What follows belongs to an exercise in optimizing a design on an open flow for small area; a production flow would make more cautious choices. The RTL was checked by simulation tests, not by an equivalence proof against the original design. No driver is modelled on the clock port, so clocking that relies on it looks cheaper here than on a real chip. Power figures rest on the tool's default switching activity, not on a simulated workload.

==> inputs of build 67 <==
// Projeto_lcd
module Projeto_lcd
(
	clk,	reset, enter, cima, esquerda, switch1,
	enable, rs, rw,
	data, on
);
clock: 10.0 ns
lec_check: 0
abc_area: 1
cap_margin: 20
core_margin: 2
core_utilization: 40
slew_margin: 20
standard.sh (not shown) runs the stock make flow with config.mk's settings and CLKGATE_MAP_FILE= SYNTH_SCRIPT=/design/flow/synth_recipe.tcl, a recipe that flattens the netlist after the stock synthesis.
==> flow/flow/run.sh <==
#!/bin/bash
# Own layout flow: the standard synthesis, then the combinational logic between the
# standard synthesis's registers re-optimised for area with ABC (registers, their names
# and cell types untouched, checked equivalent with Yosys), then the standard ORFS
# layout steps with smaller port buffers and a clock tree without dummy loads.
set -uo pipefail
W=$(pwd)
F=$W/flow
R=$W/orfs/results/sky130hd/Projeto_lcd/base
LIB=$FLOW_HOME/platforms/sky130hd/lib/sky130_fd_sc_hd__tt_025C_1v80.lib
YOSYS=$(command -v yosys || echo $FLOW_HOME/../tools/install/yosys/bin/yosys)

# 1. standard synthesis
bash standard.sh synth > $W/log_1_synth_std.txt 2>&1 || exit 1
cp $R/1_2_yosys.v $W/std_1_2_yosys.v

# 2. re-optimise the combinational logic
cat > $W/resyn.ys <<EOY
read_liberty -ignore_miss_func $LIB
read_verilog $W/std_1_2_yosys.v
hierarchy -top Projeto_lcd
setattr -mod -set keep_hierarchy 1 sky130_fd_sc_hd__dfrtp_1 sky130_fd_sc_hd__dfxtp_1 sky130_fd_sc_hd__edfxtp_1 sky130_fd_sc_hd__conb_1 sky130_fd_sc_hd__dfstp_1 sky130_fd_sc_hd__dfrtn_1 sky130_fd_sc_hd__dfbbn_1 sky130_fd_sc_hd__dfsbp_1 sky130_fd_sc_hd__dfrbp_1 sky130_fd_sc_hd__dfxbp_1
flatten
rename -hide w:*.*
opt -purge
abc -liberty $LIB $(cat $F/dontuse.txt) -script $F/resyn.abc
opt_clean -purge
stat -liberty $LIB
select Projeto_lcd
write_verilog -noattr -selected $W/resyn_1_2_yosys.v
EOY
cat > $W/equiv.ys <<EOY
read_liberty -ignore_miss_func $LIB
read_verilog $W/std_1_2_yosys.v
rename Projeto_lcd gold
read_verilog $W/resyn_1_2_yosys.v
rename Projeto_lcd gate
hierarchy -check
flatten
async2sync
opt_clean
equiv_make gold gate equiv
hierarchy -top equiv
equiv_simple -seq 2
equiv_induct -seq 2
equiv_status -assert
EOY
ok=0
if (cd $W && timeout 1200 $YOSYS -l $W/log_2_resyn.txt -q $W/resyn.ys > /dev/null 2>&1); then
  if (cd $W && timeout 1200 $YOSYS -l $W/log_3_equiv.txt -q $W/equiv.ys > /dev/null 2>&1); then
    # same register instances as the standard synthesis
    grep -oE '^\s*sky130_fd_sc_hd__(df|edf|sdf|dl)[a-z0-9_]* \S+' $W/std_1_2_yosys.v | awk '{print $1,$2}' | sort > $W/regs_std.txt
    grep -oE '^\s*sky130_fd_sc_hd__(df|edf|sdf|dl)[a-z0-9_]* \S+' $W/resyn_1_2_yosys.v | awk '{print $1,$2}' | sort > $W/regs_resyn.txt
    if cmp -s $W/regs_std.txt $W/regs_resyn.txt; then ok=1; fi
  fi
fi
echo "resynthesis used: $ok" > $W/log_resyn_status.txt
if [[ $ok == 1 ]]; then
  cp $W/resyn_1_2_yosys.v $R/1_2_yosys.v
  rm -f $R/1_synth.odb $R/1_synth.sdc
  bash standard.sh synth > $W/log_4_synth_odb.txt 2>&1 || exit 1
fi

# 3. layout
export BUFFER_PORTS_ARGS="-buffer_cell sky130_fd_sc_hd__buf_1"
export CTS_ARGS="-sink_clustering_enable -repair_clock_nets -dont_use_dummy_load"
bash standard.sh > $W/log_5_layout.txt 2>&1 || exit 1
==> flow/flow/dontuse.txt <==
-dont_use sky130_fd_sc_hd__lpflow_bleeder_1 -dont_use sky130_fd_sc_hd__lpflow_clkbufkapwr_1 -dont_use sky130_fd_sc_hd__lpflow_clkbufkapwr_16 -dont_use sky130_fd_sc_hd__lpflow_clkbufkapwr_2 -dont_use sky130_fd_sc_hd__lpflow_clkbufkapwr_4 -dont_use sky130_fd_sc_hd__lpflow_clkbufkapwr_8 -dont_use sky130_fd_sc_hd__lpflow_clkinvkapwr_1 -dont_use sky130_fd_sc_hd__lpflow_clkinvkapwr_16 -dont_use sky130_fd_sc_hd__lpflow_clkinvkapwr_2 -dont_use sky130_fd_sc_hd__lpflow_clkinvkapwr_4 -dont_use sky130_fd_sc_hd__lpflow_clkinvkapwr_8 -dont_use sky130_fd_sc_hd__lpflow_decapkapwr_12 -dont_use sky130_fd_sc_hd__lpflow_decapkapwr_3 -dont_use sky130_fd_sc_hd__lpflow_decapkapwr_4 -dont_use sky130_fd_sc_hd__lpflow_decapkapwr_6 -dont_use sky130_fd_sc_hd__lpflow_decapkapwr_8 -dont_use sky130_fd_sc_hd__lpflow_inputiso0n_1 -dont_use sky130_fd_sc_hd__lpflow_inputiso0p_1 -dont_use sky130_fd_sc_hd__lpflow_inputiso1n_1 -dont_use sky130_fd_sc_hd__lpflow_inputiso1p_1 -dont_use sky130_fd_sc_hd__lpflow_inputisolatch_1 -dont_use sky130_fd_sc_hd__lpflow_isobufsrc_1 -dont_use sky130_fd_sc_hd__lpflow_isobufsrc_16 -dont_use sky130_fd_sc_hd__lpflow_isobufsrc_2 -dont_use sky130_fd_sc_hd__lpflow_isobufsrc_4 -dont_use sky130_fd_sc_hd__lpflow_isobufsrc_8 -dont_use sky130_fd_sc_hd__lpflow_isobufsrckapwr_16 -dont_use sky130_fd_sc_hd__lpflow_lsbuf_lh_hl_isowell_tap_1 -dont_use sky130_fd_sc_hd__lpflow_lsbuf_lh_hl_isowell_tap_2 -dont_use sky130_fd_sc_hd__lpflow_lsbuf_lh_hl_isowell_tap_4 -dont_use sky130_fd_sc_hd__lpflow_lsbuf_lh_isowell_4 -dont_use sky130_fd_sc_hd__lpflow_lsbuf_lh_isowell_tap_1 -dont_use sky130_fd_sc_hd__lpflow_lsbuf_lh_isowell_tap_2 -dont_use sky130_fd_sc_hd__lpflow_lsbuf_lh_isowell_tap_4 -dont_use sky130_fd_sc_hd__probe_p_8 -dont_use sky130_fd_sc_hd__probec_p_8 
==> flow/flow/resyn.abc <==
strash; &get -n; &deepsyn -T 60; &put; balance -l; resub -K 6 -l; rewrite -l; resub -K 6 -N 2 -l; refactor -l; resub -K 8 -l; balance -l; resub -K 8 -N 2 -l; rewrite -l; resub -K 10 -l; rewrite -z -l; resub -K 10 -N 2 -l; balance -l; resub -K 12 -l; refactor -z -l; resub -K 12 -N 2 -l; rewrite -z -l; balance -l; dch -f; amap; topo
==> build 53 (differences from build 67) <==
==> flow/run.sh (new file) <==
#!/bin/bash
# synth_recipe.tcl (not shown) runs the flow's synth.tcl, then flattens the netlist and writes it again
# the make line also repeats each setting of config.mk as NAME=value (left out here)
make -C /OpenROAD-flow-scripts/flow DESIGN_CONFIG=/design/flow/config.mk WORK_HOME=/design/flow/orfs CLKGATE_MAP_FILE= SYNTH_SCRIPT=/design/flow/synth_recipe.tcl finish
removed: flow/flow/run.sh
removed: flow/flow/dontuse.txt
removed: flow/flow/resyn.abc
removed: flow/standard.sh
==> summary.txt <==
Sequential share of layout area: build 67 is higher than build 53 (13 points).
Of build 67 and build 53, build 53 has the higher via count (gap 30%, measured against build 53).
In build 53 the non-clock buffer count is lower than in build 67, by 2.
In build 67 the setup slack is lower than in build 53, by 410 ps.
Between build 67 and build 53, the lower sequential power is in build 53 (gap about 4%, measured against build 53).
In build 67 the power is smaller than in build 53, by 13%.
Against build 67, the cell count of build 53 is larger by 64%.
Worst hold slack: build 67 is lower than build 53 (15 ps).
Of build 53 and build 67, build 53 has the higher clock-buffer cell count (gap 1).
Of build 67 and build 53, build 67 has the higher clock skew (gap 15 ps).


==> trial 22 <==
Another version of the RTL of Projeto_lcd (not shown whole).
==> flow/config.mk <==
export PLATFORM = sky130hd
export DESIGN_NAME = Projeto_lcd
export DESIGN_NICKNAME = Projeto_lcd
export VERILOG_FILES = /design/flow/design.v
export SDC_FILE = /design/flow/constraint.sdc
export NUM_CORES = 4
export LEC_CHECK = 0
export ABC_AREA = 1
export CAP_MARGIN = 20
export CORE_MARGIN = 2
export CORE_UTILIZATION = 40
export SLEW_MARGIN = 20
==> flow/constraint.sdc <==
create_clock -name core_clock -period 10.0 [get_ports {clk}]
set_input_delay 2.0000 -clock core_clock [delete_from_list [all_inputs] [get_ports {clk}]]
set_output_delay 2.0000 -clock core_clock [all_outputs]
set_load 0.01 [all_outputs]
==> flow/flow/run.sh <==
#!/bin/bash
# Own layout flow: the standard synthesis, then the combinational logic between the
# standard synthesis's registers re-optimised for area with ABC (registers, their names
# and cell types untouched; the result is checked equivalent with Yosys and the standard
# netlist is kept if the check fails), then the standard ORFS layout steps with smaller
# port buffers and two clock buffers in place of the clock tree.
set -uo pipefail
W=$(pwd)
F=$W/flow
R=$W/orfs/results/sky130hd/Projeto_lcd/base
LIB=$FLOW_HOME/platforms/sky130hd/lib/sky130_fd_sc_hd__tt_025C_1v80.lib
YOSYS=$(command -v yosys || echo $FLOW_HOME/../tools/install/yosys/bin/yosys)

# 1. standard synthesis
bash standard.sh synth > $W/log_1_synth_std.txt 2>&1 || exit 1
cp $R/1_2_yosys.v $W/std_1_2_yosys.v

# 2. re-optimise the combinational logic, with each ABC script in flow/resyn*.abc
KEEP=$(grep -oE 'sky130_fd_sc_hd__(df|edf|sdf|sedf|dl|conb)[a-z0-9_]*' $W/std_1_2_yosys.v | sort -u | tr '\n' ' ')
for S in $F/resyn*.abc; do
  n=$(basename $S .abc)
  cat > $W/$n.ys <<EOY
read_liberty -ignore_miss_func $LIB
read_verilog $W/std_1_2_yosys.v
hierarchy -top Projeto_lcd
setattr -mod -set keep_hierarchy 1 $KEEP
flatten
rename -hide w:*.*
opt -purge
abc -liberty $LIB $(cat $F/dontuse.txt) -script $S
opt_clean -purge
tee -o $W/$n.area.txt stat -liberty $LIB
select Projeto_lcd
write_verilog -noattr -selected $W/$n.v
EOY
  (cd $W && timeout 1200 $YOSYS -l $W/log_2_$n.txt -q $W/$n.ys > /dev/null 2>&1) &
done
wait
# candidates, smallest first
for S in $F/resyn*.abc; do
  n=$(basename $S .abc)
  a=$(grep "Chip area for top" $W/$n.area.txt 2>/dev/null | awk '{print $NF}')
  [[ -n "$a" && -s $W/$n.v ]] && echo "$a $n"
done | sort -g > $W/resyn_candidates.txt
used=none
grep -oE '^\s*sky130_fd_sc_hd__(df|edf|sdf|sedf|dl)[a-z0-9_]* \S+' $W/std_1_2_yosys.v | awk '{print $1,$2}' | sort > $W/regs_std.txt
while read -r a n; do
  cat > $W/equiv_$n.ys <<EOY
read_liberty -ignore_miss_func $LIB
read_verilog $W/std_1_2_yosys.v
rename Projeto_lcd gold
read_verilog $W/$n.v
rename Projeto_lcd gate
hierarchy -check
proc
flatten
async2sync
opt_clean
equiv_make gold gate equiv
hierarchy -top equiv
equiv_simple -seq 2
equiv_induct -seq 2
equiv_status -assert
EOY
  if (cd $W && timeout 1200 $YOSYS -l $W/log_3_equiv_$n.txt -q $W/equiv_$n.ys > /dev/null 2>&1); then
    grep -oE '^\s*sky130_fd_sc_hd__(df|edf|sdf|sedf|dl)[a-z0-9_]* \S+' $W/$n.v | awk '{print $1,$2}' | sort > $W/regs_$n.txt
    if cmp -s $W/regs_std.txt $W/regs_$n.txt; then used=$n; break; fi
  fi
done < $W/resyn_candidates.txt
echo "resynthesis used: $used" > $W/log_resyn_status.txt
if [[ $used != none ]]; then
  cp $W/$used.v $R/1_2_yosys.v
  rm -f $R/1_synth.odb $R/1_synth.sdc
  bash standard.sh synth > $W/log_4_synth_odb.txt 2>&1 || exit 1
fi

# 3. layout
export BUFFER_PORTS_ARGS="-buffer_cell sky130_fd_sc_hd__buf_1"
export CTS_ARGS="-sink_clustering_enable -repair_clock_nets -dont_use_dummy_load"
# two clock buffers, each at the centre of the registers it drives (flow/pre_cts.tcl)
export PRE_CTS_TCL=$F/pre_cts.tcl CLK_NBUF=2 CLK_BUF_CELL=sky130_fd_sc_hd__clkbuf_16
bash standard.sh > $W/log_5_layout.txt 2>&1 || exit 1
==> flow/flow/resyn0.abc <==
strash; &get -n; &deepsyn -T 150 -S 0; &put; balance -l; resub -K 6 -l; rewrite -l; resub -K 6 -N 2 -l; refactor -l; resub -K 8 -l; balance -l; resub -K 8 -N 2 -l; rewrite -l; resub -K 10 -l; rewrite -z -l; resub -K 10 -N 2 -l; balance -l; resub -K 12 -l; refactor -z -l; resub -K 12 -N 2 -l; rewrite -z -l; balance -l; dch -f; amap; topo
==> flow/flow/resyn1.abc <==
strash; &get -n; &deepsyn -T 150 -S 1; &put; balance -l; resub -K 6 -l; rewrite -l; resub -K 6 -N 2 -l; refactor -l; resub -K 8 -l; balance -l; resub -K 8 -N 2 -l; rewrite -l; resub -K 10 -l; rewrite -z -l; resub -K 10 -N 2 -l; balance -l; resub -K 12 -l; refactor -z -l; resub -K 12 -N 2 -l; rewrite -z -l; balance -l; dch -f; amap; topo
==> flow/flow/resyn2.abc <==
strash; &get -n; &deepsyn -T 150 -S 2; &put; balance -l; resub -K 6 -l; rewrite -l; resub -K 6 -N 2 -l; refactor -l; resub -K 8 -l; balance -l; resub -K 8 -N 2 -l; rewrite -l; resub -K 10 -l; rewrite -z -l; resub -K 10 -N 2 -l; balance -l; resub -K 12 -l; refactor -z -l; resub -K 12 -N 2 -l; rewrite -z -l; balance -l; dch -f; amap; topo
==> flow/flow/resyn3.abc <==
strash; &get -n; &deepsyn -T 150 -S 3; &put; balance -l; resub -K 6 -l; rewrite -l; resub -K 6 -N 2 -l; refactor -l; resub -K 8 -l; balance -l; resub -K 8 -N 2 -l; rewrite -l; resub -K 10 -l; rewrite -z -l; resub -K 10 -N 2 -l; balance -l; resub -K 12 -l; refactor -z -l; resub -K 12 -N 2 -l; rewrite -z -l; balance -l; dch -f; amap; topo
Other scripts of this flow, unchanged in this note and not shown: flow/flow/dontuse.txt, flow/flow/pre_cts.tcl
==> build 30: changes against trial 22 <==
--- a/flow/design.v
+++ b/flow/design.v
@@ -13,12 +13,13 @@
 	wire dn = ~cima &  switch1;
 	wire rt = ~esquerda &  switch1;
 	wire lf = ~esquerda & ~switch1;
 	wire key = ~cima | ~esquerda;
 	reg [2:0] dv;
-	reg [2:0] rc;
-	wire tick = ~rc[0] & dv[2] & ~dv[1];
+	reg [2:0] rcn;    
+	wire [2:0] rc = ~rcn;
+	wire tick = rcn[0] & dv[2] & ~dv[1];
 	always @(posedge clk or negedge reset)
 		if (!reset) dv <= 3'd0;
 		else dv <= {dv[1:0], ~(dv[1] | dv[2])};
 	localparam RST0 = 7'd0;
 	localparam PWR = 7'd1;
@@ -65,12 +66,12 @@
 	wire hit = (rc == j);
 	wire [3:0] hin = ~editing ? {3'b000, rc == 3'd7} : (hit & wr) ? cur : ring[3:0];
 	always @(posedge clk)
 		ring <= {hin, ring[31:4]};
 	always @(posedge clk or negedge reset)
-		if (!reset) rc <= 3'd0;
-		else rc <= rc + 3'd1;
+		if (!reset) rcn <= 3'd7;
+		else rcn <= rcn - 3'd1;
 	reg [6:0] nx;
 	reg np;
 	always @* begin
 		nx = st + 7'd1;
 		np = 1'b1;
--- a/flow/flow/run.sh
+++ b/flow/flow/run.sh
@@ -32,10 +32,12 @@
 tee -o $W/$n.area.txt stat -liberty $LIB
 select Projeto_lcd
 write_verilog -noattr -selected $W/$n.v
 EOY
   (cd $W && timeout 1200 $YOSYS -l $W/log_2_$n.txt -q $W/$n.ys > /dev/null 2>&1) &
+  # at most NUM_CORES at a time
+  while (( $(jobs -rp | wc -l) >= ${NUM_CORES:-4} )); do sleep 1; done
 done
 wait
 # candidates, smallest first
 for S in $F/resyn*.abc; do
   n=$(basename $S .abc)
==> flow/flow/resyn0.abc (replaced) <==
strash; &get -n; &deepsyn -T 300 -S 0; &put; balance -l; resub -K 6 -l; rewrite -l; resub -K 6 -N 2 -l; refactor -l; resub -K 8 -l; balance -l; resub -K 8 -N 2 -l; rewrite -l; resub -K 10 -l; rewrite -z -l; resub -K 10 -N 2 -l; balance -l; resub -K 12 -l; refactor -z -l; resub -K 12 -N 2 -l; rewrite -z -l; balance -l; dch -f; amap; topo
==> flow/flow/resyn1.abc (replaced) <==
strash; &get -n; &deepsyn -T 300 -S 1; &put; balance -l; resub -K 6 -l; rewrite -l; resub -K 6 -N 2 -l; refactor -l; resub -K 8 -l; balance -l; resub -K 8 -N 2 -l; rewrite -l; resub -K 10 -l; rewrite -z -l; resub -K 10 -N 2 -l; balance -l; resub -K 12 -l; refactor -z -l; resub -K 12 -N 2 -l; rewrite -z -l; balance -l; dch -f; amap; topo
==> flow/flow/resyn2.abc (replaced) <==
strash; &get -n; &deepsyn -T 300 -S 2; &put; balance -l; resub -K 6 -l; rewrite -l; resub -K 6 -N 2 -l; refactor -l; resub -K 8 -l; balance -l; resub -K 8 -N 2 -l; rewrite -l; resub -K 10 -l; rewrite -z -l; resub -K 10 -N 2 -l; balance -l; resub -K 12 -l; refactor -z -l; resub -K 12 -N 2 -l; rewrite -z -l; balance -l; dch -f; amap; topo
==> flow/flow/resyn3.abc (replaced) <==
strash; &get -n; &deepsyn -T 300 -S 3; &put; balance -l; resub -K 6 -l; rewrite -l; resub -K 6 -N 2 -l; refactor -l; resub -K 8 -l; balance -l; resub -K 8 -N 2 -l; rewrite -l; resub -K 10 -l; rewrite -z -l; resub -K 10 -N 2 -l; balance -l; resub -K 12 -l; refactor -z -l; resub -K 12 -N 2 -l; rewrite -z -l; balance -l; dch -f; amap; topo
==> flow/flow/resyn4.abc (new file) <==
strash; &get -n; &deepsyn -T 300 -S 4; &put; balance -l; resub -K 6 -l; rewrite -l; resub -K 6 -N 2 -l; refactor -l; resub -K 8 -l; balance -l; resub -K 8 -N 2 -l; rewrite -l; resub -K 10 -l; rewrite -z -l; resub -K 10 -N 2 -l; balance -l; resub -K 12 -l; refactor -z -l; resub -K 12 -N 2 -l; rewrite -z -l; balance -l; dch -f; amap; topo
==> flow/flow/resyn5.abc (new file) <==
strash; &get -n; &deepsyn -T 300 -S 5; &put; balance -l; resub -K 6 -l; rewrite -l; resub -K 6 -N 2 -l; refactor -l; resub -K 8 -l; balance -l; resub -K 8 -N 2 -l; rewrite -l; resub -K 10 -l; rewrite -z -l; resub -K 10 -N 2 -l; balance -l; resub -K 12 -l; refactor -z -l; resub -K 12 -N 2 -l; rewrite -z -l; balance -l; dch -f; amap; topo
==> flow/flow/resyn6.abc (new file) <==
strash; &get -n; &deepsyn -T 300 -S 6; &put; balance -l; resub -K 6 -l; rewrite -l; resub -K 6 -N 2 -l; refactor -l; resub -K 8 -l; balance -l; resub -K 8 -N 2 -l; rewrite -l; resub -K 10 -l; rewrite -z -l; resub -K 10 -N 2 -l; balance -l; resub -K 12 -l; refactor -z -l; resub -K 12 -N 2 -l; rewrite -z -l; balance -l; dch -f; amap; topo
==> flow/flow/resyn7.abc (new file) <==
strash; &get -n; &deepsyn -T 300 -S 7; &put; balance -l; resub -K 6 -l; rewrite -l; resub -K 6 -N 2 -l; refactor -l; resub -K 8 -l; balance -l; resub -K 8 -N 2 -l; rewrite -l; resub -K 10 -l; rewrite -z -l; resub -K 10 -N 2 -l; balance -l; resub -K 12 -l; refactor -z -l; resub -K 12 -N 2 -l; rewrite -z -l; balance -l; dch -f; amap; topo
==> summary.txt <==
| metric | build 30 | trial 22 |
|---|---|---|
| Result of the run | complete, no violations | complete, no violations |
| Post-place setup slack | 2511 ps | 2470 ps |
| Power in sequential cells | 0.267 mW | 0.344 mW |
| Layout filler cell count | 697 | 720 |
| Cell area after layout | 2983 sq um | 2998 sq um |
| Setup slack of the critical path after layout | 2183 ps | 2077 ps |
| Worst hold start | ring[25] | ring[30] |
| Proportion of cell area occupied by multi-input gates | 46.52% | 47.91% |
| Final wirelength | 8.601 mm | 9.577 mm |
| Fraction of met2 tracks used by global routing | 37.96% | 40.43% |
| NumNets Final | 399 | 397 |
| Instance count on the critical path | 22 | 19 |
| Data arrival time of the worst path | 5820 ps | 5920 ps |
| Total Power | 0.8869 mW | 0.9392 mW |

static timing again, ports no longer ideal:
No port has a modelled driver above. Below, the same layouts with a new extraction and two added sets of constraints. Step 1 (the two cells are an assumption about what drives the block):
set clk [get_ports {clk}]
set_driving_cell -lib_cell sky130_fd_sc_hd__clkbuf_16 $clk
set_driving_cell -lib_cell sky130_fd_sc_hd__buf_2 [delete_from_list [all_inputs] $clk]
Step 2 also shifts input and output timing later by t, the mid clock arrival at the registers, as if the neighbouring blocks saw the same clock. Three values: ideal ports, drivers, drivers and shift; two values: the first two.
run | shift t [ns] | setup WS [ns] | worst slew at a driven data input, ns
build 67 | 0.367 | 6.042 / 6.042 / 6.042 | 0.03
build 53 | 0.382 | 6.451 / 6.463 / 6.081 | 0.03
trial 22 | 0.203 | 2.077 / 2.027 / 2.230 | 0.03
build 30 | 0.202 | 2.183 / 2.136 / 2.337 | 0.03
After both steps setup and hold are still met in every run listed. For build 53, which loses most, drivers alone change the setup slack by +0.012 ns; drivers and shift together by -0.370 ns.
